Context: an optimization exercise on an open-source flow, tuned for small area and a short achievable clock period. The choices shown serve that exercise and are no tape-out recipe. The RTL of this run was laid out without a check of its function.

$ cat flow/config.mk
export PLATFORM = sky130hd
export DESIGN_NAME = fir_3tap
export DESIGN_NICKNAME = fir_3tap
export VERILOG_FILES = /design/flow/design.v
export SDC_FILE = /design/flow/constraint.sdc
export NUM_CORES = 4
export LEC_CHECK = 0
export CAP_MARGIN = 20
export CORE_MARGIN = 2
export CORE_UTILIZATION = 65
export CTS_BUF_LIST = sky130_fd_sc_hd__clkbuf_8
export SLEW_MARGIN = 20
export SYNTH_HIERARCHICAL = 1
export SYNTH_MINIMUM_KEEP_SIZE = 0
export TNS_END_PERCENT = 0
$ cat flow/constraint.sdc
create_clock -name core_clock -period 12.5 [get_ports {clk}]
set_input_delay 2.5000 -clock core_clock [delete_from_list [all_inputs] [get_ports {clk}]]
set_output_delay 2.5000 -clock core_clock [all_outputs]
set_load 0.01 [all_outputs]
$ cat flow/design.v
module full_adder(output sum,
                  output carry_out,
                  input x,
                  input y,
                  input carry_in);
assign sum = x ^ y ^ carry_in;
assign carry_out = (x & y) | (x & carry_in) | (y & carry_in);
endmodule
module g_and2(output y, input a, input b);
assign y = a & b;
endmodule
module g_aoi21(output y, input a, input b, input c);
assign y = ~((a & b) | c);
endmodule
module g_inv(output y, input a);
assign y = ~a;
endmodule
module g_nand2(output y, input a, input b);
assign y = ~(a & b);
endmodule
module g_nor2(output y, input a, input b);
assign y = ~(a | b);
endmodule
module g_oai21(output y, input a, input b, input c);
assign y = ~((a | b) & c);
endmodule
module g_or2(output y, input a, input b);
assign y = a | b;
endmodule
module g_xnor2(output y, input a, input b);
assign y = ~(a ^ b);
endmodule
module g_xor2(output y, input a, input b);
assign y = a ^ b;
endmodule
module half_adder_n(output sum_n,
                    output carry_n,
                    input a_n,
                    input b_n);
xnor_n xs(sum_n, a_n, b_n);
or_n oc(carry_n, a_n, b_n);
endmodule
module xnor_n(output y, input a, input b);
assign y = ~(a ^ b);
endmodule
module or_n(output y, input a, input b);
assign y = a | b;
endmodule
module fir_3tap (input clk,
                 input [7:0] Xin,
                 input [7:0] H0,
                 input [7:0] H1,
                 input [7:0] H2,
                 output reg [15:0] Yout);
reg [15:0] Q1n, Q2n;
wire t2_p0_0 = ~(Xin[0] & H2[0]);
wire t2_p0_1 = ~(Xin[0] & H2[1]);
wire t2_p0_2 = ~(Xin[0] & H2[2]);
wire t2_p0_3 = ~(Xin[0] & H2[3]);
wire t2_p0_4 = ~(Xin[0] & H2[4]);
wire t2_p0_5 = ~(Xin[0] & H2[5]);
wire t2_p0_6 = ~(Xin[0] & H2[6]);
wire t2_p0_7 = ~(Xin[0] & H2[7]);
wire t2_p1_0 = ~(Xin[1] & H2[0]);
wire t2_p1_1 = ~(Xin[1] & H2[1]);
wire t2_p1_2 = ~(Xin[1] & H2[2]);
wire t2_p1_3 = ~(Xin[1] & H2[3]);
wire t2_p1_4 = ~(Xin[1] & H2[4]);
wire t2_p1_5 = ~(Xin[1] & H2[5]);
wire t2_p1_6 = ~(Xin[1] & H2[6]);
wire t2_p1_7 = ~(Xin[1] & H2[7]);
wire t2_p2_0 = ~(Xin[2] & H2[0]);
wire t2_p2_1 = ~(Xin[2] & H2[1]);
wire t2_p2_2 = ~(Xin[2] & H2[2]);
wire t2_p2_3 = ~(Xin[2] & H2[3]);
wire t2_p2_4 = ~(Xin[2] & H2[4]);
wire t2_p2_5 = ~(Xin[2] & H2[5]);
wire t2_p2_6 = ~(Xin[2] & H2[6]);
wire t2_p2_7 = ~(Xin[2] & H2[7]);
wire t2_p3_0 = ~(Xin[3] & H2[0]);
wire t2_p3_1 = ~(Xin[3] & H2[1]);
wire t2_p3_2 = ~(Xin[3] & H2[2]);
wire t2_p3_3 = ~(Xin[3] & H2[3]);
wire t2_p3_4 = ~(Xin[3] & H2[4]);
wire t2_p3_5 = ~(Xin[3] & H2[5]);
wire t2_p3_6 = ~(Xin[3] & H2[6]);
wire t2_p3_7 = ~(Xin[3] & H2[7]);
wire t2_p4_0 = ~(Xin[4] & H2[0]);
wire t2_p4_1 = ~(Xin[4] & H2[1]);
wire t2_p4_2 = ~(Xin[4] & H2[2]);
wire t2_p4_3 = ~(Xin[4] & H2[3]);
wire t2_p4_4 = ~(Xin[4] & H2[4]);
wire t2_p4_5 = ~(Xin[4] & H2[5]);
wire t2_p4_6 = ~(Xin[4] & H2[6]);
wire t2_p4_7 = ~(Xin[4] & H2[7]);
wire t2_p5_0 = ~(Xin[5] & H2[0]);
wire t2_p5_1 = ~(Xin[5] & H2[1]);
wire t2_p5_2 = ~(Xin[5] & H2[2]);
wire t2_p5_3 = ~(Xin[5] & H2[3]);
wire t2_p5_4 = ~(Xin[5] & H2[4]);
wire t2_p5_5 = ~(Xin[5] & H2[5]);
wire t2_p5_6 = ~(Xin[5] & H2[6]);
wire t2_p5_7 = ~(Xin[5] & H2[7]);
wire t2_p6_0 = ~(Xin[6] & H2[0]);
wire t2_p6_1 = ~(Xin[6] & H2[1]);
wire t2_p6_2 = ~(Xin[6] & H2[2]);
wire t2_p6_3 = ~(Xin[6] & H2[3]);
wire t2_p6_4 = ~(Xin[6] & H2[4]);
wire t2_p6_5 = ~(Xin[6] & H2[5]);
wire t2_p6_6 = ~(Xin[6] & H2[6]);
wire t2_p6_7 = ~(Xin[6] & H2[7]);
wire t2_p7_0 = ~(Xin[7] & H2[0]);
wire t2_p7_1 = ~(Xin[7] & H2[1]);
wire t2_p7_2 = ~(Xin[7] & H2[2]);
wire t2_p7_3 = ~(Xin[7] & H2[3]);
wire t2_p7_4 = ~(Xin[7] & H2[4]);
wire t2_p7_5 = ~(Xin[7] & H2[5]);
wire t2_p7_6 = ~(Xin[7] & H2[6]);
wire t2_p7_7 = ~(Xin[7] & H2[7]);
wire t2_s0, t2_c0;
half_adder_n t2_ha1 (t2_s0, t2_c0, t2_p0_6, t2_p1_5);
wire t2_s1, t2_c1;
full_adder t2_fa2 (t2_s1, t2_c1, t2_p0_7, t2_p1_6, t2_p2_5);
wire t2_s2, t2_c2;
half_adder_n t2_ha3 (t2_s2, t2_c2, t2_p3_4, t2_p4_3);
wire t2_s3, t2_c3;
full_adder t2_fa4 (t2_s3, t2_c3, t2_p1_7, t2_p2_6, t2_p3_5);
wire t2_s4, t2_c4;
half_adder_n t2_ha5 (t2_s4, t2_c4, t2_p4_4, t2_p5_3);
wire t2_s5, t2_c5;
full_adder t2_fa6 (t2_s5, t2_c5, t2_p2_7, t2_p3_6, t2_p4_5);
wire t2_s6, t2_c6;
half_adder_n t2_ha7 (t2_s6, t2_c6, t2_p0_4, t2_p1_3);
wire t2_s7, t2_c7;
full_adder t2_fa8 (t2_s7, t2_c7, t2_p0_5, t2_p1_4, t2_p2_3);
wire t2_s8, t2_c8;
half_adder_n t2_ha9 (t2_s8, t2_c8, t2_p3_2, t2_p4_1);
wire t2_s9, t2_c9;
full_adder t2_fa10 (t2_s9, t2_c9, t2_p2_4, t2_p3_3, t2_p4_2);
wire t2_s10, t2_c10;
full_adder t2_fa11 (t2_s10, t2_c10, t2_p5_1, t2_p6_0, t2_s0);
wire t2_s11, t2_c11;
full_adder t2_fa12 (t2_s11, t2_c11, t2_p5_2, t2_p6_1, t2_p7_0);
wire t2_s12, t2_c12;
full_adder t2_fa13 (t2_s12, t2_c12, t2_c0, t2_s2, t2_s1);
wire t2_s13, t2_c13;
full_adder t2_fa14 (t2_s13, t2_c13, t2_p6_2, t2_p7_1, t2_c2);
wire t2_s14, t2_c14;
full_adder t2_fa15 (t2_s14, t2_c14, t2_s4, t2_c1, t2_s3);
wire t2_s15, t2_c15;
full_adder t2_fa16 (t2_s15, t2_c15, t2_p5_4, t2_p6_3, t2_p7_2);
wire t2_s16, t2_c16;
full_adder t2_fa17 (t2_s16, t2_c16, t2_c4, t2_c3, t2_s5);
wire t2_s17, t2_c17;
full_adder t2_fa18 (t2_s17, t2_c17, t2_p3_7, t2_p4_6, t2_p5_5);
wire t2_s18, t2_c18;
full_adder t2_fa19 (t2_s18, t2_c18, t2_p6_4, t2_p7_3, t2_c5);
wire t2_s19, t2_c19;
full_adder t2_fa20 (t2_s19, t2_c19, t2_p4_7, t2_p5_6, t2_p6_5);
wire t2_s20, t2_c20;
half_adder_n t2_ha21 (t2_s20, t2_c20, t2_p0_3, t2_p1_2);
wire t2_s21, t2_c21;
full_adder t2_fa22 (t2_s21, t2_c21, t2_p2_2, t2_p3_1, t2_p4_0);
wire t2_s22, t2_c22;
full_adder t2_fa23 (t2_s22, t2_c22, t2_p5_0, t2_c6, t2_s8);
wire t2_s23, t2_c23;
full_adder t2_fa24 (t2_s23, t2_c23, t2_c8, t2_c7, t2_s9);
wire t2_s24, t2_c24;
full_adder t2_fa25 (t2_s24, t2_c24, t2_c9, t2_s11, t2_c10);
wire t2_s25, t2_c25;
full_adder t2_fa26 (t2_s25, t2_c25, t2_c11, t2_s13, t2_c12);
wire t2_s26, t2_c26;
full_adder t2_fa27 (t2_s26, t2_c26, t2_s15, t2_c13, t2_c14);
wire t2_s27, t2_c27;
full_adder t2_fa28 (t2_s27, t2_c27, t2_c15, t2_s17, t2_c16);
wire t2_s28, t2_c28;
full_adder t2_fa29 (t2_s28, t2_c28, t2_p7_4, t2_c17, t2_s19);
wire t2_s29, t2_c29;
full_adder t2_fa30 (t2_s29, t2_c29, t2_p5_7, t2_p6_6, t2_p7_5);
wire t2_s30, t2_c30;
half_adder_n t2_ha31 (t2_s30, t2_c30, t2_p0_2, t2_p1_1);
wire t2_s31, t2_c31;
full_adder t2_fa32 (t2_s31, t2_c31, t2_p2_1, t2_p3_0, t2_s20);
wire t2_s32, t2_c32;
full_adder t2_fa33 (t2_s32, t2_c32, t2_c20, t2_s6, t2_s21);
wire t2_s33, t2_c33;
full_adder t2_fa34 (t2_s33, t2_c33, t2_c21, t2_s7, t2_s22);
wire t2_s34, t2_c34;
full_adder t2_fa35 (t2_s34, t2_c34, t2_c22, t2_s10, t2_s23);
wire t2_s35, t2_c35;
full_adder t2_fa36 (t2_s35, t2_c35, t2_c23, t2_s12, t2_s24);
wire t2_s36, t2_c36;
full_adder t2_fa37 (t2_s36, t2_c36, t2_s14, t2_c24, t2_s25);
wire t2_s37, t2_c37;
full_adder t2_fa38 (t2_s37, t2_c37, t2_s16, t2_c25, t2_s26);
wire t2_s38, t2_c38;
full_adder t2_fa39 (t2_s38, t2_c38, t2_s18, t2_c26, t2_s27);
wire t2_s39, t2_c39;
full_adder t2_fa40 (t2_s39, t2_c39, t2_c18, t2_s28, t2_c27);
wire t2_s40, t2_c40;
full_adder t2_fa41 (t2_s40, t2_c40, t2_c19, t2_s29, t2_c28);
wire t2_s41, t2_c41;
full_adder t2_fa42 (t2_s41, t2_c41, t2_p6_7, t2_p7_6, t2_c29);
wire n1;
g_xnor2 u1 (n1, t2_p0_1, t2_p1_0);
wire n2;
g_or2 u2 (n2, t2_p0_1, t2_p1_0);
wire t2_rs2, t2_rc2;
full_adder t2_rfa2 (t2_rs2, t2_rc2, t2_s30, t2_p2_0, n2);
wire n3;
g_or2 u3 (n3, t2_c30, t2_s31);
wire n4;
g_and2 u4 (n4, t2_c30, t2_s31);
wire n5;
g_aoi21 u5 (n5, n3, t2_rc2, n4);
wire n6;
g_nor2 u6 (n6, t2_c31, t2_s32);
wire n7;
g_nand2 u7 (n7, t2_c31, t2_s32);
wire n8;
g_oai21 u8 (n8, n6, n5, n7);
wire n9;
g_or2 u9 (n9, t2_c32, t2_s33);
wire n10;
g_and2 u10 (n10, t2_c32, t2_s33);
wire n11;
g_aoi21 u11 (n11, n9, n8, n10);
wire n12;
g_nor2 u12 (n12, t2_c33, t2_s34);
wire n13;
g_nand2 u13 (n13, t2_c33, t2_s34);
wire n14;
g_oai21 u14 (n14, n12, n11, n13);
wire n15;
g_or2 u15 (n15, t2_c34, t2_s35);
wire n16;
g_and2 u16 (n16, t2_c34, t2_s35);
wire n17;
g_aoi21 u17 (n17, n15, n14, n16);
wire n18;
g_nor2 u18 (n18, t2_c36, t2_s37);
wire n19;
g_nand2 u19 (n19, t2_c35, t2_s36);
wire n20;
g_nand2 u20 (n20, t2_c36, t2_s37);
wire n21;
g_oai21 u21 (n21, n18, n19, n20);
wire n22;
g_nor2 u22 (n22, t2_c35, t2_s36);
wire n23;
g_nor2 u23 (n23, n18, n22);
wire n24;
g_nor2 u24 (n24, t2_c38, t2_s39);
wire n25;
g_nand2 u25 (n25, t2_c37, t2_s38);
wire n26;
g_nand2 u26 (n26, t2_c38, t2_s39);
wire n27;
g_oai21 u27 (n27, n24, n25, n26);
wire n28;
g_nor2 u28 (n28, t2_c37, t2_s38);
wire n29;
g_nor2 u29 (n29, n24, n28);
wire n30;
g_nor2 u30 (n30, t2_c40, t2_s41);
wire n31;
g_nand2 u31 (n31, t2_c39, t2_s40);
wire n32;
g_nand2 u32 (n32, t2_c40, t2_s41);
wire n33;
g_oai21 u33 (n33, n30, n31, n32);
wire n34;
g_nor2 u34 (n34, t2_c39, t2_s40);
wire n35;
g_nor2 u35 (n35, n30, n34);
wire n36;
g_oai21 u36 (n36, n22, n17, n19);
wire n37;
g_nor2 u37 (n37, t2_c34, t2_s35);
wire n38;
g_nor2 u38 (n38, n22, n37);
wire n39;
g_inv u39 (n39, n23);
wire n40;
g_inv u40 (n40, n21);
wire n41;
g_oai21 u41 (n41, n39, n17, n40);
wire n42;
g_inv u42 (n42, n23);
wire n43;
g_nor2 u43 (n43, n42, n37);
wire n44;
g_or2 u44 (n44, t2_c39, t2_s40);
wire n45;
g_and2 u45 (n45, t2_c39, t2_s40);
wire n46;
g_aoi21 u46 (n46, n44, n27, n45);
wire n47;
g_nand2 u47 (n47, n44, n29);
wire n48;
g_aoi21 u48 (n48, n35, n27, n33);
wire n49;
g_nand2 u49 (n49, n35, n29);
wire n50;
g_or2 u50 (n50, t2_c37, t2_s38);
wire n51;
g_and2 u51 (n51, t2_c37, t2_s38);
wire n52;
g_aoi21 u52 (n52, n50, n41, n51);
wire n53;
g_nand2 u53 (n53, n50, n43);
wire n54;
g_aoi21 u54 (n54, n29, n41, n27);
wire n55;
g_nand2 u55 (n55, n29, n43);
wire n56;
g_inv u56 (n56, n47);
wire n57;
g_inv u57 (n57, n46);
wire n58;
g_aoi21 u58 (n58, n56, n41, n57);
wire n59;
g_inv u59 (n59, n47);
wire n60;
g_nand2 u60 (n60, n59, n43);
wire n61;
g_inv u61 (n61, n49);
wire n62;
g_inv u62 (n62, n48);
wire n63;
g_aoi21 u63 (n63, n61, n41, n62);
wire n64;
g_inv u64 (n64, n49);
wire n65;
g_nand2 u65 (n65, n64, n43);
wire n66;
g_nor2 u66 (n66, t2_c41, t2_p7_7);
wire n67;
g_nand2 u67 (n67, t2_c41, t2_p7_7);
wire n68;
g_oai21 u68 (n68, n66, n63, n67);
wire n69;
g_nor2 u69 (n69, n66, n65);
wire n70;
g_xor2 u70 (n70, t2_c30, t2_s31);
wire n71;
g_xor2 u71 (n71, n70, t2_rc2);
wire n72;
g_xor2 u72 (n72, t2_c31, t2_s32);
wire n73;
g_xnor2 u73 (n73, n72, n5);
wire n74;
g_xor2 u74 (n74, t2_c32, t2_s33);
wire n75;
g_xor2 u75 (n75, n74, n8);
wire n76;
g_xor2 u76 (n76, t2_c33, t2_s34);
wire n77;
g_xnor2 u77 (n77, n76, n11);
wire n78;
g_xor2 u78 (n78, t2_c34, t2_s35);
wire n79;
g_xor2 u79 (n79, n78, n14);
wire n80;
g_xor2 u80 (n80, t2_c35, t2_s36);
wire n81;
g_xnor2 u81 (n81, n80, n17);
wire n82;
g_xor2 u82 (n82, t2_c36, t2_s37);
wire n83;
g_xor2 u83 (n83, n82, n36);
wire n84;
g_xor2 u84 (n84, t2_c37, t2_s38);
wire n85;
g_xor2 u85 (n85, n84, n41);
wire n86;
g_xor2 u86 (n86, t2_c38, t2_s39);
wire n87;
g_xnor2 u87 (n87, n86, n52);
wire n88;
g_xor2 u88 (n88, t2_c39, t2_s40);
wire n89;
g_xnor2 u89 (n89, n88, n54);
wire n90;
g_xor2 u90 (n90, t2_c40, t2_s41);
wire n91;
g_xnor2 u91 (n91, n90, n58);
wire n92;
g_xor2 u92 (n92, t2_c41, t2_p7_7);
wire n93;
g_xnor2 u93 (n93, n92, n63);
wire [15:0] t2_sn = {n68, n93, n91, n89, n87, n85, n83, n81, n79, n77, n75, n73, n71, t2_rs2, n1, t2_p0_0};
wire t1_p0_0 = ~(Xin[0] & H1[0]);
wire t1_p0_1 = ~(Xin[0] & H1[1]);
wire t1_p0_2 = ~(Xin[0] & H1[2]);
wire t1_p0_3 = ~(Xin[0] & H1[3]);
wire t1_p0_4 = ~(Xin[0] & H1[4]);
wire t1_p0_5 = ~(Xin[0] & H1[5]);
wire t1_p0_6 = ~(Xin[0] & H1[6]);
wire t1_p0_7 = ~(Xin[0] & H1[7]);
wire t1_p1_0 = ~(Xin[1] & H1[0]);
wire t1_p1_1 = ~(Xin[1] & H1[1]);
wire t1_p1_2 = ~(Xin[1] & H1[2]);
wire t1_p1_3 = ~(Xin[1] & H1[3]);
wire t1_p1_4 = ~(Xin[1] & H1[4]);
wire t1_p1_5 = ~(Xin[1] & H1[5]);
wire t1_p1_6 = ~(Xin[1] & H1[6]);
wire t1_p1_7 = ~(Xin[1] & H1[7]);
wire t1_p2_0 = ~(Xin[2] & H1[0]);
wire t1_p2_1 = ~(Xin[2] & H1[1]);
wire t1_p2_2 = ~(Xin[2] & H1[2]);
wire t1_p2_3 = ~(Xin[2] & H1[3]);
wire t1_p2_4 = ~(Xin[2] & H1[4]);
wire t1_p2_5 = ~(Xin[2] & H1[5]);
wire t1_p2_6 = ~(Xin[2] & H1[6]);
wire t1_p2_7 = ~(Xin[2] & H1[7]);
wire t1_p3_0 = ~(Xin[3] & H1[0]);
wire t1_p3_1 = ~(Xin[3] & H1[1]);
wire t1_p3_2 = ~(Xin[3] & H1[2]);
wire t1_p3_3 = ~(Xin[3] & H1[3]);
wire t1_p3_4 = ~(Xin[3] & H1[4]);
wire t1_p3_5 = ~(Xin[3] & H1[5]);
wire t1_p3_6 = ~(Xin[3] & H1[6]);
wire t1_p3_7 = ~(Xin[3] & H1[7]);
wire t1_p4_0 = ~(Xin[4] & H1[0]);
wire t1_p4_1 = ~(Xin[4] & H1[1]);
wire t1_p4_2 = ~(Xin[4] & H1[2]);
wire t1_p4_3 = ~(Xin[4] & H1[3]);
wire t1_p4_4 = ~(Xin[4] & H1[4]);
wire t1_p4_5 = ~(Xin[4] & H1[5]);
wire t1_p4_6 = ~(Xin[4] & H1[6]);
wire t1_p4_7 = ~(Xin[4] & H1[7]);
wire t1_p5_0 = ~(Xin[5] & H1[0]);
wire t1_p5_1 = ~(Xin[5] & H1[1]);
wire t1_p5_2 = ~(Xin[5] & H1[2]);
wire t1_p5_3 = ~(Xin[5] & H1[3]);
wire t1_p5_4 = ~(Xin[5] & H1[4]);
wire t1_p5_5 = ~(Xin[5] & H1[5]);
wire t1_p5_6 = ~(Xin[5] & H1[6]);
wire t1_p5_7 = ~(Xin[5] & H1[7]);
wire t1_p6_0 = ~(Xin[6] & H1[0]);
wire t1_p6_1 = ~(Xin[6] & H1[1]);
wire t1_p6_2 = ~(Xin[6] & H1[2]);
wire t1_p6_3 = ~(Xin[6] & H1[3]);
wire t1_p6_4 = ~(Xin[6] & H1[4]);
wire t1_p6_5 = ~(Xin[6] & H1[5]);
wire t1_p6_6 = ~(Xin[6] & H1[6]);
wire t1_p6_7 = ~(Xin[6] & H1[7]);
wire t1_p7_0 = ~(Xin[7] & H1[0]);
wire t1_p7_1 = ~(Xin[7] & H1[1]);
wire t1_p7_2 = ~(Xin[7] & H1[2]);
wire t1_p7_3 = ~(Xin[7] & H1[3]);
wire t1_p7_4 = ~(Xin[7] & H1[4]);
wire t1_p7_5 = ~(Xin[7] & H1[5]);
wire t1_p7_6 = ~(Xin[7] & H1[6]);
wire t1_p7_7 = ~(Xin[7] & H1[7]);
wire t1_s0, t1_c0;
half_adder_n t1_ha1 (t1_s0, t1_c0, Q1n[5], t1_p0_5);
wire t1_s1, t1_c1;
full_adder t1_fa2 (t1_s1, t1_c1, Q1n[6], t1_p0_6, t1_p1_5);
wire t1_s2, t1_c2;
half_adder_n t1_ha3 (t1_s2, t1_c2, t1_p2_4, t1_p3_3);
wire t1_s3, t1_c3;
full_adder t1_fa4 (t1_s3, t1_c3, Q1n[7], t1_p0_7, t1_p1_6);
wire t1_s4, t1_c4;
full_adder t1_fa5 (t1_s4, t1_c4, t1_p2_5, t1_p3_4, t1_p4_3);
wire t1_s5, t1_c5;
half_adder_n t1_ha6 (t1_s5, t1_c5, t1_p5_2, t1_p6_1);
wire t1_s6, t1_c6;
full_adder t1_fa7 (t1_s6, t1_c6, Q1n[8], t1_p1_7, t1_p2_6);
wire t1_s7, t1_c7;
full_adder t1_fa8 (t1_s7, t1_c7, t1_p3_5, t1_p4_4, t1_p5_3);
wire t1_s8, t1_c8;
half_adder_n t1_ha9 (t1_s8, t1_c8, t1_p6_2, t1_p7_1);
wire t1_s9, t1_c9;
full_adder t1_fa10 (t1_s9, t1_c9, Q1n[9], t1_p2_7, t1_p3_6);
wire t1_s10, t1_c10;
full_adder t1_fa11 (t1_s10, t1_c10, t1_p4_5, t1_p5_4, t1_p6_3);
wire t1_s11, t1_c11;
full_adder t1_fa12 (t1_s11, t1_c11, Q1n[10], t1_p3_7, t1_p4_6);
wire t1_s12, t1_c12;
half_adder_n t1_ha13 (t1_s12, t1_c12, Q1n[3], t1_p0_3);
wire t1_s13, t1_c13;
full_adder t1_fa14 (t1_s13, t1_c13, Q1n[4], t1_p0_4, t1_p1_3);
wire t1_s14, t1_c14;
half_adder_n t1_ha15 (t1_s14, t1_c14, t1_p2_2, t1_p3_1);
wire t1_s15, t1_c15;
full_adder t1_fa16 (t1_s15, t1_c15, t1_p1_4, t1_p2_3, t1_p3_2);
wire t1_s16, t1_c16;
full_adder t1_fa17 (t1_s16, t1_c16, t1_p4_1, t1_p5_0, t1_s0);
wire t1_s17, t1_c17;
full_adder t1_fa18 (t1_s17, t1_c17, t1_p4_2, t1_p5_1, t1_p6_0);
wire t1_s18, t1_c18;
full_adder t1_fa19 (t1_s18, t1_c18, t1_c0, t1_s2, t1_s1);
wire t1_s19, t1_c19;
full_adder t1_fa20 (t1_s19, t1_c19, t1_p7_0, t1_c2, t1_s5);
wire t1_s20, t1_c20;
full_adder t1_fa21 (t1_s20, t1_c20, t1_c1, t1_s3, t1_s4);
wire t1_s21, t1_c21;
full_adder t1_fa22 (t1_s21, t1_c21, t1_c5, t1_s8, t1_c3);
wire t1_s22, t1_c22;
full_adder t1_fa23 (t1_s22, t1_c22, t1_c4, t1_s6, t1_s7);
wire t1_s23, t1_c23;
full_adder t1_fa24 (t1_s23, t1_c23, t1_p7_2, t1_c8, t1_c6);
wire t1_s24, t1_c24;
full_adder t1_fa25 (t1_s24, t1_c24, t1_c7, t1_s10, t1_s9);
wire t1_s25, t1_c25;
full_adder t1_fa26 (t1_s25, t1_c25, t1_p5_5, t1_p6_4, t1_p7_3);
wire t1_s26, t1_c26;
full_adder t1_fa27 (t1_s26, t1_c26, t1_c10, t1_c9, t1_s11);
wire t1_s27, t1_c27;
full_adder t1_fa28 (t1_s27, t1_c27, Q1n[11], t1_p4_7, t1_p5_6);
wire t1_s28, t1_c28;
full_adder t1_fa29 (t1_s28, t1_c28, t1_p6_5, t1_p7_4, t1_c11);
wire t1_s29, t1_c29;
full_adder t1_fa30 (t1_s29, t1_c29, Q1n[12], t1_p5_7, t1_p6_6);
wire t1_s30, t1_c30;
half_adder_n t1_ha31 (t1_s30, t1_c30, Q1n[2], t1_p0_2);
wire t1_s31, t1_c31;
full_adder t1_fa32 (t1_s31, t1_c31, t1_p1_2, t1_p2_1, t1_p3_0);
wire t1_s32, t1_c32;
full_adder t1_fa33 (t1_s32, t1_c32, t1_p4_0, t1_c12, t1_s14);
wire t1_s33, t1_c33;
full_adder t1_fa34 (t1_s33, t1_c33, t1_c14, t1_c13, t1_s15);
wire t1_s34, t1_c34;
full_adder t1_fa35 (t1_s34, t1_c34, t1_c15, t1_s17, t1_c16);
wire t1_s35, t1_c35;
full_adder t1_fa36 (t1_s35, t1_c35, t1_c17, t1_s19, t1_c18);
wire t1_s36, t1_c36;
full_adder t1_fa37 (t1_s36, t1_c36, t1_c19, t1_c20, t1_s21);
wire t1_s37, t1_c37;
full_adder t1_fa38 (t1_s37, t1_c37, t1_c21, t1_c22, t1_s23);
wire t1_s38, t1_c38;
full_adder t1_fa39 (t1_s38, t1_c38, t1_s25, t1_c23, t1_c24);
wire t1_s39, t1_c39;
full_adder t1_fa40 (t1_s39, t1_c39, t1_c25, t1_s27, t1_c26);
wire t1_s40, t1_c40;
full_adder t1_fa41 (t1_s40, t1_c40, t1_p7_5, t1_c27, t1_s29);
wire t1_s41, t1_c41;
full_adder t1_fa42 (t1_s41, t1_c41, Q1n[13], t1_p6_7, t1_p7_6);
wire t1_s42, t1_c42;
half_adder_n t1_ha43 (t1_s42, t1_c42, Q1n[1], t1_p0_1);
wire t1_s43, t1_c43;
full_adder t1_fa44 (t1_s43, t1_c43, t1_p1_1, t1_p2_0, t1_s30);
wire t1_s44, t1_c44;
full_adder t1_fa45 (t1_s44, t1_c44, t1_c30, t1_s12, t1_s31);
wire t1_s45, t1_c45;
full_adder t1_fa46 (t1_s45, t1_c45, t1_c31, t1_s13, t1_s32);
wire t1_s46, t1_c46;
full_adder t1_fa47 (t1_s46, t1_c46, t1_c32, t1_s16, t1_s33);
wire t1_s47, t1_c47;
full_adder t1_fa48 (t1_s47, t1_c47, t1_c33, t1_s18, t1_s34);
wire t1_s48, t1_c48;
full_adder t1_fa49 (t1_s48, t1_c48, t1_s20, t1_c34, t1_s35);
wire t1_s49, t1_c49;
full_adder t1_fa50 (t1_s49, t1_c49, t1_s22, t1_c35, t1_s36);
wire t1_s50, t1_c50;
full_adder t1_fa51 (t1_s50, t1_c50, t1_s24, t1_c36, t1_s37);
wire t1_s51, t1_c51;
full_adder t1_fa52 (t1_s51, t1_c51, t1_s26, t1_c37, t1_s38);
wire t1_s52, t1_c52;
full_adder t1_fa53 (t1_s52, t1_c52, t1_s28, t1_c38, t1_s39);
wire t1_s53, t1_c53;
full_adder t1_fa54 (t1_s53, t1_c53, t1_c28, t1_s40, t1_c39);
wire t1_s54, t1_c54;
full_adder t1_fa55 (t1_s54, t1_c54, t1_c29, t1_s41, t1_c40);
wire t1_s55, t1_c55;
full_adder t1_fa56 (t1_s55, t1_c55, Q1n[14], t1_p7_7, t1_c41);
wire n94;
g_xnor2 u94 (n94, Q1n[0], t1_p0_0);
wire n95;
g_or2 u95 (n95, Q1n[0], t1_p0_0);
wire t1_rs1, t1_rc1;
full_adder t1_rfa1 (t1_rs1, t1_rc1, t1_s42, t1_p1_0, n95);
wire t1_rs2, t1_rc2;
full_adder t1_rfa2 (t1_rs2, t1_rc2, t1_c42, t1_s43, t1_rc1);
wire n96;
g_or2 u96 (n96, t1_c43, t1_s44);
wire n97;
g_and2 u97 (n97, t1_c43, t1_s44);
wire n98;
g_aoi21 u98 (n98, n96, t1_rc2, n97);
wire n99;
g_nor2 u99 (n99, t1_c44, t1_s45);
wire n100;
g_nand2 u100 (n100, t1_c44, t1_s45);
wire n101;
g_oai21 u101 (n101, n99, n98, n100);
wire n102;
g_or2 u102 (n102, t1_c45, t1_s46);
wire n103;
g_and2 u103 (n103, t1_c45, t1_s46);
wire n104;
g_aoi21 u104 (n104, n102, n101, n103);
wire n105;
g_nor2 u105 (n105, t1_c46, t1_s47);
wire n106;
g_nand2 u106 (n106, t1_c46, t1_s47);
wire n107;
g_oai21 u107 (n107, n105, n104, n106);
wire n108;
g_or2 u108 (n108, t1_c47, t1_s48);
wire n109;
g_and2 u109 (n109, t1_c47, t1_s48);
wire n110;
g_aoi21 u110 (n110, n108, n107, n109);
wire n111;
g_nor2 u111 (n111, t1_c49, t1_s50);
wire n112;
g_nand2 u112 (n112, t1_c48, t1_s49);
wire n113;
g_nand2 u113 (n113, t1_c49, t1_s50);
wire n114;
g_oai21 u114 (n114, n111, n112, n113);
wire n115;
g_nor2 u115 (n115, t1_c48, t1_s49);
wire n116;
g_nor2 u116 (n116, n111, n115);
wire n117;
g_nor2 u117 (n117, t1_c51, t1_s52);
wire n118;
g_nand2 u118 (n118, t1_c50, t1_s51);
wire n119;
g_nand2 u119 (n119, t1_c51, t1_s52);
wire n120;
g_oai21 u120 (n120, n117, n118, n119);
wire n121;
g_nor2 u121 (n121, t1_c50, t1_s51);
wire n122;
g_nor2 u122 (n122, n117, n121);
wire n123;
g_nor2 u123 (n123, t1_c53, t1_s54);
wire n124;
g_nand2 u124 (n124, t1_c52, t1_s53);
wire n125;
g_nand2 u125 (n125, t1_c53, t1_s54);
wire n126;
g_oai21 u126 (n126, n123, n124, n125);
wire n127;
g_nor2 u127 (n127, t1_c52, t1_s53);
wire n128;
g_nor2 u128 (n128, n123, n127);
wire n129;
g_oai21 u129 (n129, n115, n110, n112);
wire n130;
g_nor2 u130 (n130, t1_c47, t1_s48);
wire n131;
g_nor2 u131 (n131, n115, n130);
wire n132;
g_inv u132 (n132, n116);
wire n133;
g_inv u133 (n133, n114);
wire n134;
g_oai21 u134 (n134, n132, n110, n133);
wire n135;
g_inv u135 (n135, n116);
wire n136;
g_nor2 u136 (n136, n135, n130);
wire n137;
g_or2 u137 (n137, t1_c52, t1_s53);
wire n138;
g_and2 u138 (n138, t1_c52, t1_s53);
wire n139;
g_aoi21 u139 (n139, n137, n120, n138);
wire n140;
g_nand2 u140 (n140, n137, n122);
wire n141;
g_aoi21 u141 (n141, n128, n120, n126);
wire n142;
g_nand2 u142 (n142, n128, n122);
wire n143;
g_or2 u143 (n143, t1_c50, t1_s51);
wire n144;
g_and2 u144 (n144, t1_c50, t1_s51);
wire n145;
g_aoi21 u145 (n145, n143, n134, n144);
wire n146;
g_nand2 u146 (n146, n143, n136);
wire n147;
g_aoi21 u147 (n147, n122, n134, n120);
wire n148;
g_nand2 u148 (n148, n122, n136);
wire n149;
g_inv u149 (n149, n140);
wire n150;
g_inv u150 (n150, n139);
wire n151;
g_aoi21 u151 (n151, n149, n134, n150);
wire n152;
g_inv u152 (n152, n140);
wire n153;
g_nand2 u153 (n153, n152, n136);
wire n154;
g_inv u154 (n154, n142);
wire n155;
g_inv u155 (n155, n141);
wire n156;
g_aoi21 u156 (n156, n154, n134, n155);
wire n157;
g_inv u157 (n157, n142);
wire n158;
g_nand2 u158 (n158, n157, n136);
wire n159;
g_nor2 u159 (n159, t1_c54, t1_s55);
wire n160;
g_nand2 u160 (n160, t1_c54, t1_s55);
wire n161;
g_oai21 u161 (n161, n159, n156, n160);
wire n162;
g_nor2 u162 (n162, n159, n158);
wire n163;
g_xor2 u163 (n163, t1_c43, t1_s44);
wire n164;
g_xor2 u164 (n164, n163, t1_rc2);
wire n165;
g_xor2 u165 (n165, t1_c44, t1_s45);
wire n166;
g_xnor2 u166 (n166, n165, n98);
wire n167;
g_xor2 u167 (n167, t1_c45, t1_s46);
wire n168;
g_xor2 u168 (n168, n167, n101);
wire n169;
g_xor2 u169 (n169, t1_c46, t1_s47);
wire n170;
g_xnor2 u170 (n170, n169, n104);
wire n171;
g_xor2 u171 (n171, t1_c47, t1_s48);
wire n172;
g_xor2 u172 (n172, n171, n107);
wire n173;
g_xor2 u173 (n173, t1_c48, t1_s49);
wire n174;
g_xnor2 u174 (n174, n173, n110);
wire n175;
g_xor2 u175 (n175, t1_c49, t1_s50);
wire n176;
g_xor2 u176 (n176, n175, n129);
wire n177;
g_xor2 u177 (n177, t1_c50, t1_s51);
wire n178;
g_xor2 u178 (n178, n177, n134);
wire n179;
g_xor2 u179 (n179, t1_c51, t1_s52);
wire n180;
g_xnor2 u180 (n180, n179, n145);
wire n181;
g_xor2 u181 (n181, t1_c52, t1_s53);
wire n182;
g_xnor2 u182 (n182, n181, n147);
wire n183;
g_xor2 u183 (n183, t1_c53, t1_s54);
wire n184;
g_xnor2 u184 (n184, n183, n151);
wire n185;
g_xor2 u185 (n185, t1_c54, t1_s55);
wire n186;
g_xnor2 u186 (n186, n185, n156);
wire n187;
g_xor2 u187 (n187, t1_c55, Q1n[15]);
wire n188;
g_xor2 u188 (n188, n187, n161);
wire [15:0] t1_sn = {n188, n186, n184, n182, n180, n178, n176, n174, n172, n170, n168, n166, n164, t1_rs2, t1_rs1, n94};
wire t0_p0_0 = ~(Xin[0] & H0[0]);
wire t0_p0_1 = ~(Xin[0] & H0[1]);
wire t0_p0_2 = ~(Xin[0] & H0[2]);
wire t0_p0_3 = ~(Xin[0] & H0[3]);
wire t0_p0_4 = ~(Xin[0] & H0[4]);
wire t0_p0_5 = ~(Xin[0] & H0[5]);
wire t0_p0_6 = ~(Xin[0] & H0[6]);
wire t0_p0_7 = ~(Xin[0] & H0[7]);
wire t0_p1_0 = ~(Xin[1] & H0[0]);
wire t0_p1_1 = ~(Xin[1] & H0[1]);
wire t0_p1_2 = ~(Xin[1] & H0[2]);
wire t0_p1_3 = ~(Xin[1] & H0[3]);
wire t0_p1_4 = ~(Xin[1] & H0[4]);
wire t0_p1_5 = ~(Xin[1] & H0[5]);
wire t0_p1_6 = ~(Xin[1] & H0[6]);
wire t0_p1_7 = ~(Xin[1] & H0[7]);
wire t0_p2_0 = ~(Xin[2] & H0[0]);
wire t0_p2_1 = ~(Xin[2] & H0[1]);
wire t0_p2_2 = ~(Xin[2] & H0[2]);
wire t0_p2_3 = ~(Xin[2] & H0[3]);
wire t0_p2_4 = ~(Xin[2] & H0[4]);
wire t0_p2_5 = ~(Xin[2] & H0[5]);
wire t0_p2_6 = ~(Xin[2] & H0[6]);
wire t0_p2_7 = ~(Xin[2] & H0[7]);
wire t0_p3_0 = ~(Xin[3] & H0[0]);
wire t0_p3_1 = ~(Xin[3] & H0[1]);
wire t0_p3_2 = ~(Xin[3] & H0[2]);
wire t0_p3_3 = ~(Xin[3] & H0[3]);
wire t0_p3_4 = ~(Xin[3] & H0[4]);
wire t0_p3_5 = ~(Xin[3] & H0[5]);
wire t0_p3_6 = ~(Xin[3] & H0[6]);
wire t0_p3_7 = ~(Xin[3] & H0[7]);
wire t0_p4_0 = ~(Xin[4] & H0[0]);
wire t0_p4_1 = ~(Xin[4] & H0[1]);
wire t0_p4_2 = ~(Xin[4] & H0[2]);
wire t0_p4_3 = ~(Xin[4] & H0[3]);
wire t0_p4_4 = ~(Xin[4] & H0[4]);
wire t0_p4_5 = ~(Xin[4] & H0[5]);
wire t0_p4_6 = ~(Xin[4] & H0[6]);
wire t0_p4_7 = ~(Xin[4] & H0[7]);
wire t0_p5_0 = ~(Xin[5] & H0[0]);
wire t0_p5_1 = ~(Xin[5] & H0[1]);
wire t0_p5_2 = ~(Xin[5] & H0[2]);
wire t0_p5_3 = ~(Xin[5] & H0[3]);
wire t0_p5_4 = ~(Xin[5] & H0[4]);
wire t0_p5_5 = ~(Xin[5] & H0[5]);
wire t0_p5_6 = ~(Xin[5] & H0[6]);
wire t0_p5_7 = ~(Xin[5] & H0[7]);
wire t0_p6_0 = ~(Xin[6] & H0[0]);
wire t0_p6_1 = ~(Xin[6] & H0[1]);
wire t0_p6_2 = ~(Xin[6] & H0[2]);
wire t0_p6_3 = ~(Xin[6] & H0[3]);
wire t0_p6_4 = ~(Xin[6] & H0[4]);
wire t0_p6_5 = ~(Xin[6] & H0[5]);
wire t0_p6_6 = ~(Xin[6] & H0[6]);
wire t0_p6_7 = ~(Xin[6] & H0[7]);
wire t0_p7_0 = ~(Xin[7] & H0[0]);
wire t0_p7_1 = ~(Xin[7] & H0[1]);
wire t0_p7_2 = ~(Xin[7] & H0[2]);
wire t0_p7_3 = ~(Xin[7] & H0[3]);
wire t0_p7_4 = ~(Xin[7] & H0[4]);
wire t0_p7_5 = ~(Xin[7] & H0[5]);
wire t0_p7_6 = ~(Xin[7] & H0[6]);
wire t0_p7_7 = ~(Xin[7] & H0[7]);
wire t0_s0, t0_c0;
half_adder_n t0_ha1 (t0_s0, t0_c0, Q2n[5], t0_p0_5);
wire t0_s1, t0_c1;
full_adder t0_fa2 (t0_s1, t0_c1, Q2n[6], t0_p0_6, t0_p1_5);
wire t0_s2, t0_c2;
half_adder_n t0_ha3 (t0_s2, t0_c2, t0_p2_4, t0_p3_3);
wire t0_s3, t0_c3;
full_adder t0_fa4 (t0_s3, t0_c3, Q2n[7], t0_p0_7, t0_p1_6);
wire t0_s4, t0_c4;
full_adder t0_fa5 (t0_s4, t0_c4, t0_p2_5, t0_p3_4, t0_p4_3);
wire t0_s5, t0_c5;
half_adder_n t0_ha6 (t0_s5, t0_c5, t0_p5_2, t0_p6_1);
wire t0_s6, t0_c6;
full_adder t0_fa7 (t0_s6, t0_c6, Q2n[8], t0_p1_7, t0_p2_6);
wire t0_s7, t0_c7;
full_adder t0_fa8 (t0_s7, t0_c7, t0_p3_5, t0_p4_4, t0_p5_3);
wire t0_s8, t0_c8;
half_adder_n t0_ha9 (t0_s8, t0_c8, t0_p6_2, t0_p7_1);
wire t0_s9, t0_c9;
full_adder t0_fa10 (t0_s9, t0_c9, Q2n[9], t0_p2_7, t0_p3_6);
wire t0_s10, t0_c10;
full_adder t0_fa11 (t0_s10, t0_c10, t0_p4_5, t0_p5_4, t0_p6_3);
wire t0_s11, t0_c11;
full_adder t0_fa12 (t0_s11, t0_c11, Q2n[10], t0_p3_7, t0_p4_6);
wire t0_s12, t0_c12;
half_adder_n t0_ha13 (t0_s12, t0_c12, Q2n[3], t0_p0_3);
wire t0_s13, t0_c13;
full_adder t0_fa14 (t0_s13, t0_c13, Q2n[4], t0_p0_4, t0_p1_3);
wire t0_s14, t0_c14;
half_adder_n t0_ha15 (t0_s14, t0_c14, t0_p2_2, t0_p3_1);
wire t0_s15, t0_c15;
full_adder t0_fa16 (t0_s15, t0_c15, t0_p1_4, t0_p2_3, t0_p3_2);
wire t0_s16, t0_c16;
full_adder t0_fa17 (t0_s16, t0_c16, t0_p4_1, t0_p5_0, t0_s0);
wire t0_s17, t0_c17;
full_adder t0_fa18 (t0_s17, t0_c17, t0_p4_2, t0_p5_1, t0_p6_0);
wire t0_s18, t0_c18;
full_adder t0_fa19 (t0_s18, t0_c18, t0_c0, t0_s2, t0_s1);
wire t0_s19, t0_c19;
full_adder t0_fa20 (t0_s19, t0_c19, t0_p7_0, t0_c2, t0_s5);
wire t0_s20, t0_c20;
full_adder t0_fa21 (t0_s20, t0_c20, t0_c1, t0_s3, t0_s4);
wire t0_s21, t0_c21;
full_adder t0_fa22 (t0_s21, t0_c21, t0_c5, t0_s8, t0_c3);
wire t0_s22, t0_c22;
full_adder t0_fa23 (t0_s22, t0_c22, t0_c4, t0_s6, t0_s7);
wire t0_s23, t0_c23;
full_adder t0_fa24 (t0_s23, t0_c23, t0_p7_2, t0_c8, t0_c6);
wire t0_s24, t0_c24;
full_adder t0_fa25 (t0_s24, t0_c24, t0_c7, t0_s10, t0_s9);
wire t0_s25, t0_c25;
full_adder t0_fa26 (t0_s25, t0_c25, t0_p5_5, t0_p6_4, t0_p7_3);
wire t0_s26, t0_c26;
full_adder t0_fa27 (t0_s26, t0_c26, t0_c10, t0_c9, t0_s11);
wire t0_s27, t0_c27;
full_adder t0_fa28 (t0_s27, t0_c27, Q2n[11], t0_p4_7, t0_p5_6);
wire t0_s28, t0_c28;
full_adder t0_fa29 (t0_s28, t0_c28, t0_p6_5, t0_p7_4, t0_c11);
wire t0_s29, t0_c29;
full_adder t0_fa30 (t0_s29, t0_c29, Q2n[12], t0_p5_7, t0_p6_6);
wire t0_s30, t0_c30;
half_adder_n t0_ha31 (t0_s30, t0_c30, Q2n[2], t0_p0_2);
wire t0_s31, t0_c31;
full_adder t0_fa32 (t0_s31, t0_c31, t0_p1_2, t0_p2_1, t0_p3_0);
wire t0_s32, t0_c32;
full_adder t0_fa33 (t0_s32, t0_c32, t0_p4_0, t0_c12, t0_s14);
wire t0_s33, t0_c33;
full_adder t0_fa34 (t0_s33, t0_c33, t0_c14, t0_c13, t0_s15);
wire t0_s34, t0_c34;
full_adder t0_fa35 (t0_s34, t0_c34, t0_c15, t0_s17, t0_c16);
wire t0_s35, t0_c35;
full_adder t0_fa36 (t0_s35, t0_c35, t0_c17, t0_s19, t0_c18);
wire t0_s36, t0_c36;
full_adder t0_fa37 (t0_s36, t0_c36, t0_c19, t0_c20, t0_s21);
wire t0_s37, t0_c37;
full_adder t0_fa38 (t0_s37, t0_c37, t0_c21, t0_c22, t0_s23);
wire t0_s38, t0_c38;
full_adder t0_fa39 (t0_s38, t0_c38, t0_s25, t0_c23, t0_c24);
wire t0_s39, t0_c39;
full_adder t0_fa40 (t0_s39, t0_c39, t0_c25, t0_s27, t0_c26);
wire t0_s40, t0_c40;
full_adder t0_fa41 (t0_s40, t0_c40, t0_p7_5, t0_c27, t0_s29);
wire t0_s41, t0_c41;
full_adder t0_fa42 (t0_s41, t0_c41, Q2n[13], t0_p6_7, t0_p7_6);
wire t0_s42, t0_c42;
half_adder_n t0_ha43 (t0_s42, t0_c42, Q2n[1], t0_p0_1);
wire t0_s43, t0_c43;
full_adder t0_fa44 (t0_s43, t0_c43, t0_p1_1, t0_p2_0, t0_s30);
wire t0_s44, t0_c44;
full_adder t0_fa45 (t0_s44, t0_c44, t0_c30, t0_s12, t0_s31);
wire t0_s45, t0_c45;
full_adder t0_fa46 (t0_s45, t0_c45, t0_c31, t0_s13, t0_s32);
wire t0_s46, t0_c46;
full_adder t0_fa47 (t0_s46, t0_c46, t0_c32, t0_s16, t0_s33);
wire t0_s47, t0_c47;
full_adder t0_fa48 (t0_s47, t0_c47, t0_c33, t0_s18, t0_s34);
wire t0_s48, t0_c48;
full_adder t0_fa49 (t0_s48, t0_c48, t0_s20, t0_c34, t0_s35);
wire t0_s49, t0_c49;
full_adder t0_fa50 (t0_s49, t0_c49, t0_s22, t0_c35, t0_s36);
wire t0_s50, t0_c50;
full_adder t0_fa51 (t0_s50, t0_c50, t0_s24, t0_c36, t0_s37);
wire t0_s51, t0_c51;
full_adder t0_fa52 (t0_s51, t0_c51, t0_s26, t0_c37, t0_s38);
wire t0_s52, t0_c52;
full_adder t0_fa53 (t0_s52, t0_c52, t0_s28, t0_c38, t0_s39);
wire t0_s53, t0_c53;
full_adder t0_fa54 (t0_s53, t0_c53, t0_c28, t0_s40, t0_c39);
wire t0_s54, t0_c54;
full_adder t0_fa55 (t0_s54, t0_c54, t0_c29, t0_s41, t0_c40);
wire t0_s55, t0_c55;
full_adder t0_fa56 (t0_s55, t0_c55, Q2n[14], t0_p7_7, t0_c41);
wire n189;
g_xnor2 u189 (n189, Q2n[0], t0_p0_0);
wire n190;
g_or2 u190 (n190, Q2n[0], t0_p0_0);
wire t0_rs1, t0_rc1;
full_adder t0_rfa1 (t0_rs1, t0_rc1, t0_s42, t0_p1_0, n190);
wire t0_rs2, t0_rc2;
full_adder t0_rfa2 (t0_rs2, t0_rc2, t0_c42, t0_s43, t0_rc1);
wire n191;
g_or2 u191 (n191, t0_c43, t0_s44);
wire n192;
g_and2 u192 (n192, t0_c43, t0_s44);
wire n193;
g_aoi21 u193 (n193, n191, t0_rc2, n192);
wire n194;
g_nor2 u194 (n194, t0_c44, t0_s45);
wire n195;
g_nand2 u195 (n195, t0_c44, t0_s45);
wire n196;
g_oai21 u196 (n196, n194, n193, n195);
wire n197;
g_or2 u197 (n197, t0_c45, t0_s46);
wire n198;
g_and2 u198 (n198, t0_c45, t0_s46);
wire n199;
g_aoi21 u199 (n199, n197, n196, n198);
wire n200;
g_nor2 u200 (n200, t0_c46, t0_s47);
wire n201;
g_nand2 u201 (n201, t0_c46, t0_s47);
wire n202;
g_oai21 u202 (n202, n200, n199, n201);
wire n203;
g_or2 u203 (n203, t0_c47, t0_s48);
wire n204;
g_and2 u204 (n204, t0_c47, t0_s48);
wire n205;
g_aoi21 u205 (n205, n203, n202, n204);
wire n206;
g_nor2 u206 (n206, t0_c49, t0_s50);
wire n207;
g_nand2 u207 (n207, t0_c48, t0_s49);
wire n208;
g_nand2 u208 (n208, t0_c49, t0_s50);
wire n209;
g_oai21 u209 (n209, n206, n207, n208);
wire n210;
g_nor2 u210 (n210, t0_c48, t0_s49);
wire n211;
g_nor2 u211 (n211, n206, n210);
wire n212;
g_nor2 u212 (n212, t0_c51, t0_s52);
wire n213;
g_nand2 u213 (n213, t0_c50, t0_s51);
wire n214;
g_nand2 u214 (n214, t0_c51, t0_s52);
wire n215;
g_oai21 u215 (n215, n212, n213, n214);
wire n216;
g_nor2 u216 (n216, t0_c50, t0_s51);
wire n217;
g_nor2 u217 (n217, n212, n216);
wire n218;
g_nor2 u218 (n218, t0_c53, t0_s54);
wire n219;
g_nand2 u219 (n219, t0_c52, t0_s53);
wire n220;
g_nand2 u220 (n220, t0_c53, t0_s54);
wire n221;
g_oai21 u221 (n221, n218, n219, n220);
wire n222;
g_nor2 u222 (n222, t0_c52, t0_s53);
wire n223;
g_nor2 u223 (n223, n218, n222);
wire n224;
g_oai21 u224 (n224, n210, n205, n207);
wire n225;
g_nor2 u225 (n225, t0_c47, t0_s48);
wire n226;
g_nor2 u226 (n226, n210, n225);
wire n227;
g_inv u227 (n227, n211);
wire n228;
g_inv u228 (n228, n209);
wire n229;
g_oai21 u229 (n229, n227, n205, n228);
wire n230;
g_inv u230 (n230, n211);
wire n231;
g_nor2 u231 (n231, n230, n225);
wire n232;
g_or2 u232 (n232, t0_c52, t0_s53);
wire n233;
g_and2 u233 (n233, t0_c52, t0_s53);
wire n234;
g_aoi21 u234 (n234, n232, n215, n233);
wire n235;
g_nand2 u235 (n235, n232, n217);
wire n236;
g_aoi21 u236 (n236, n223, n215, n221);
wire n237;
g_nand2 u237 (n237, n223, n217);
wire n238;
g_or2 u238 (n238, t0_c50, t0_s51);
wire n239;
g_and2 u239 (n239, t0_c50, t0_s51);
wire n240;
g_aoi21 u240 (n240, n238, n229, n239);
wire n241;
g_nand2 u241 (n241, n238, n231);
wire n242;
g_aoi21 u242 (n242, n217, n229, n215);
wire n243;
g_nand2 u243 (n243, n217, n231);
wire n244;
g_inv u244 (n244, n235);
wire n245;
g_inv u245 (n245, n234);
wire n246;
g_aoi21 u246 (n246, n244, n229, n245);
wire n247;
g_inv u247 (n247, n235);
wire n248;
g_nand2 u248 (n248, n247, n231);
wire n249;
g_inv u249 (n249, n237);
wire n250;
g_inv u250 (n250, n236);
wire n251;
g_aoi21 u251 (n251, n249, n229, n250);
wire n252;
g_inv u252 (n252, n237);
wire n253;
g_nand2 u253 (n253, n252, n231);
wire n254;
g_nor2 u254 (n254, t0_c54, t0_s55);
wire n255;
g_nand2 u255 (n255, t0_c54, t0_s55);
wire n256;
g_oai21 u256 (n256, n254, n251, n255);
wire n257;
g_nor2 u257 (n257, n254, n253);
wire n258;
g_inv u258 (n258, n189);
wire n259;
g_inv u259 (n259, t0_rs1);
wire n260;
g_inv u260 (n260, t0_rs2);
wire n261;
g_xor2 u261 (n261, t0_c43, t0_s44);
wire n262;
g_xnor2 u262 (n262, n261, t0_rc2);
wire n263;
g_xor2 u263 (n263, t0_c44, t0_s45);
wire n264;
g_xor2 u264 (n264, n263, n193);
wire n265;
g_xor2 u265 (n265, t0_c45, t0_s46);
wire n266;
g_xnor2 u266 (n266, n265, n196);
wire n267;
g_xor2 u267 (n267, t0_c46, t0_s47);
wire n268;
g_xor2 u268 (n268, n267, n199);
wire n269;
g_xor2 u269 (n269, t0_c47, t0_s48);
wire n270;
g_xnor2 u270 (n270, n269, n202);
wire n271;
g_xor2 u271 (n271, t0_c48, t0_s49);
wire n272;
g_xor2 u272 (n272, n271, n205);
wire n273;
g_xor2 u273 (n273, t0_c49, t0_s50);
wire n274;
g_xnor2 u274 (n274, n273, n224);
wire n275;
g_xor2 u275 (n275, t0_c50, t0_s51);
wire n276;
g_xnor2 u276 (n276, n275, n229);
wire n277;
g_xor2 u277 (n277, t0_c51, t0_s52);
wire n278;
g_xor2 u278 (n278, n277, n240);
wire n279;
g_xor2 u279 (n279, t0_c52, t0_s53);
wire n280;
g_xor2 u280 (n280, n279, n242);
wire n281;
g_xor2 u281 (n281, t0_c53, t0_s54);
wire n282;
g_xor2 u282 (n282, n281, n246);
wire n283;
g_xor2 u283 (n283, t0_c54, t0_s55);
wire n284;
g_xor2 u284 (n284, n283, n251);
wire n285;
g_xor2 u285 (n285, t0_c55, Q2n[15]);
wire n286;
g_xnor2 u286 (n286, n285, n256);
wire [15:0] t0_sn = {n286, n284, n282, n280, n278, n276, n274, n272, n270, n268, n266, n264, n262, n260, n259, n258};
always @(posedge clk) begin
  Q1n  <= t2_sn;
  Q2n  <= t1_sn;
  Yout <= t0_sn;
end
endmodule
$ cat flow/flow/run.sh
#!/bin/bash
# The standard layout (standard.sh), with two changes to how it is made:
# - ports are buffered with buf_1 instead of the default delay buffer;
# - repair_timing aims for 6.6 ns of setup slack instead of 0.
set -euo pipefail
export SETUP_SLACK_MARGIN=6.6
export BUFFER_PORTS_ARGS="-buffer_cell sky130_fd_sc_hd__buf_1"
bash standard.sh > standard.log 2>&1
$ cat flow/standard.sh
#!/bin/bash
# synth_recipe.tcl (not shown) runs the flow's synth.tcl, then flattens the netlist and writes it again
# the make line also repeats each setting of config.mk as NAME=value (left out here)
make -C /OpenROAD-flow-scripts/flow DESIGN_CONFIG=/design/flow/config.mk WORK_HOME=/design/flow/orfs CLKGATE_MAP_FILE= SYNTH_SCRIPT=/design/flow/synth_recipe.tcl "${@:-finish}"
==> impl_metrics.json <==
{
  "globalRouteOverflowTotal": 0,
  "post_drt_wl_per_cell_um": 14.52,
  "post_synth_num_cell_types": 14,
  "instances_no_fill": 874,
  "core_area_sq_um": 9819,
  "max_cap_viol_count": 0,
  "grt_pass1_wl_mm": 22.64,
  "largest_stage_delay_on_the_critical_path_ns": 0.59,
  "synth_area_per_cell_sq_um": 9.261,
  "timing.final.hold_violations": 0,
  "ctsLongestPathBuffers": 2,
  "outcome": "finished clean",
  "timing.critical_path.slowest_stage_cell": "fa_1",
  "std_cell_rows": 36,
  "dieWidth_um": 104.9,
  "grt_antenna_before_repair": 0,
  "powerDensity_nw_per_um2": 293.9,
  "clock_skew_ns": 0.005646,
  "worstSetupPathType": "input pin to flop",
  "most_common_library_cell_in_the_layout_ignoring_fill_and_taps": "nand2_1",
  "ctsHoldBuffers": 0,
  "gp_routability_congestion": 0.8238,
  "design.die.area_sq_um": 11010,
  "multi_input_area_sq_um": 5351,
  "num_antenna_cells": 0,
  "timing.hold.ws_ns": 0.4558,
  "finalSetupViolations": 0,
  "firstDrtPassIters": 6,
  "cp-end-kind": "flop",
  "wp_data_required_ns": 12.74,
  "boundaryPins": 49,
  "cts_root_buffer": "clkbuf_8",
  "area_delta_synth_final_pct": 4.894,
  "cp.arrival_ns": 5.98,
  "fmax_achieved_ghz": 0.1742,
  "ff_latch_area_sq_um": 960.9,
  "track_usage": 0.2519,
  "worstSkewPairLatency_ns": 0.30,
  "rsz0062_at_grt": "true",
  "post_synth_instance_area_sq_um": 6621,
  "detailedRoute.firstIterationViolations": 265,
  "power_leakage_nw": 2.515,
  "most-common-layout-cells": "nand2_1, fa_1, xor2_1, dfxtp_1, xnor2_1",
  "die_h_um": 104.9,
  "critical_path.cell_chain": "buf_1, nand2_1, fa_1, fa_1, fa_1, fa_1, nor2_1, nor2_1, inv_1, o21ai_4, a21oi_2, o21ai_1, xor2_1",
  "route.antenna.remaining_nets": 0,
  "vdd_ir_drop_max_uv": 273.4,
  "yosysWarnings": 7,
  "filler_cell_count": 858,
  "timing.final.crit_period_ns": 5.742,
  "timing.critical_path.from_type": "input pin",
  "synth.yosys.seq_area_share": 0.1451,
  "dp_hpwl_mm": 9.727,
  "via_count": 4727,
  "syn-num-nets": 884,
  "drt-total-wl_mm": 12.69,
  "post_synth_inst_count": 715,
  "maxSlewViolCount": 0,
  "preCtsSetupSlack_ns": 5.573,
  "max-slew-margin-rel": 0.7031,
  "tritoncts.num_buffers": 5,
  "dpl.cell_count": 862,
  "numClockSinks": 48,
  "totalPowerFinal_mw": 2.041,
  "routed_vias_inst": 5.408,
  "detail_route.drc_violations": 0,
  "clock_tree.htree_level_count": 2,
  "timing.final.ws_setup_ns": 6.758,
  "port_buffers": 48,
  "pin_count_of_the_biggest_net_entering_global_routing": 25,
  "tightestPinTransition_ns": 0.4454,
  "final_min_period_over_clock_period": 0.4594,
  "synth_seq_cells": 48,
  "clk_pin_slew_ns": 0.10,
  "drive_above_1_share": 0.08232,
  "min_path_type": "flop to flop",
  "critical-path-top-cell-by-count": "fa_1",
  "tritoncts_clock_tree": "yes",
  "final_setup_tns_ns": 0,
  "fin_nets": 909,
  "top_fanout_value_on_the_critical_path": 8,
  "vias_in_the_first_global_route": 5004,
  "initial_core_util": 0.6743
}
==> flip-flops by register name, indices dropped and copies added (netlist names) <==
signal / cells
Q1n: 16
Q2n: 16
Yout: 16
==> kinds of logic after synthesis <==
| logic type | Yosys count | synth area share |
|---|---|---|
| xor gates and xnor gates | 102 | 0.1349 |
| DFF | 48 | 0.1451 |
| AOI/OAI and AO/OA | 51 | 0.05386 |
| adders and majority gates | 136 | 0.4112 |
| and+or+nand+nor | 317 | 0.2009 |
| buffers and inverters | 61 | 0.05404 |
==> repair_timing <==
action,4_1_cts,5_1_grt
endpoints found under the hold margin,0,0
setup endpoints to repair,20,19
cloned,0,0
resized for setup,7,29
buffers inserted,0,4
pin swaps,0,2
==> area by class of cell <==
cell class              instances  share of cell area
clock buffers                   5            0.009908
clock inverters                 3            0.002702
inverters                      21             0.01135
multi-input cells             606              0.7705
flip-flops and latches         48              0.1384
well taps                     133             0.02396
repair buffers                 58             0.04324
==> stage by stage <==
stage | instance area [sq um] | util
2_1_floorplan | 6625 | -
3_3_place_gp | 6738 | 0.6862
3_5_place_dp | 6738 | 0.6862
4_1_cts | 6847 | 0.6972
5_1_grt | 6945 | 0.7073
6_report | 6945 | 0.7073
==> synthesized netlist by cell type <==
cell type / number / area, sq um
a21oi_2: 27 / 236.5
and2_1: 15 / 93.84
buf_1: 17 / 63.81
buf_2: 7 / 35.03
buf_6: 16 / 180.2
dfxtp_1: 48 / 960.9
fa_1: 136 / 2723
inv_1: 21 / 78.83
nand2_1: 225 / 844.6
nor2_1: 36 / 135.1
o21ai_1: 24 / 120.1
or2_1: 41 / 256.5
xnor2_1: 46 / 402.9
xor2_1: 56 / 490.5
==> per-layer routing <==
metal	up-vias	part of all wire	track usage
li1	2199	-	-
met1	2399	0.43	0.3441
met2	117	0.52	0.4485
met3	12	0.046	0.02308
met4	0	0.0097	0.03810
met5	-	0	0
==> worst max-delay path: cells and delay by family <==
family	cells	cell delay [ns]
compound gates	3	0.49
fa+ha+maj	4	2.08
simple gates	3	0.32
buf+inv	2	0.42
xor+xnor	1	0.15
==> final timing paths <==
path | startpoint | end | slack, ns | cells past startpoint
setup / recovery | H1[3] | Q2n[15] | 6.76 | 13
hold / removal | Q1n[0] | Q2n[0] | 0.46 | 1
setup reg to reg | Q1n[6] | Q2n[15] | 9.10 | 10
hold reg to reg | Q1n[0] | Q2n[0] | 0.46 | 1
==> report_power, final <==
group	internal, mW	switching (mW)	total [mW]
logic	0.765	0.893	1.66
clock network	0.0392	0.0575	0.0967
registers	0.257	0.0310	0.288
total	1.06	0.981	2.04
==> Yosys stat by module (local to each module, per instance), a selection <==
module	area (sq um)	flip-flops and latches
g_oai21	5.005	0
g_xnor2	8.758	0
fir_3tap	1961	48
g_and2	6.256	0
g_inv	3.754	0
g_aoi21	8.758	0
g_nand2	3.754	0
xnor_n	8.758	0

-- re-timing with driven ports --
How much do the figures lean on ideal ports? The routed layout below was timed once more, with nothing changed but the port constraints.
Step 1 assumes that a clkbuf_16 drives the clock port and a buf_2 every other input.
Step 2 adds t to the input delays and takes it off the output delays; t is the mean of the earliest and latest rising clock arrival at the registers after step 1. Input paths then give back, and output paths get back, about the clock's delay inside the block.
Slacks: ideal ports / drivers / drivers and shift; pairs: ideal ports / drivers.
t, ns: 0.334
setup slack, ns: 6.758 / 6.764 / 6.431
hold slack, ns: 0.456 / 0.456 / 0.456
worst register clock-pin slew, ns: 0.10 / 0.10
pins driven straight from the clock port: 1
After both steps this run still meets setup and hold. For this run, drivers alone change the setup slack by +0.006 ns; drivers and shift together by -0.327 ns.
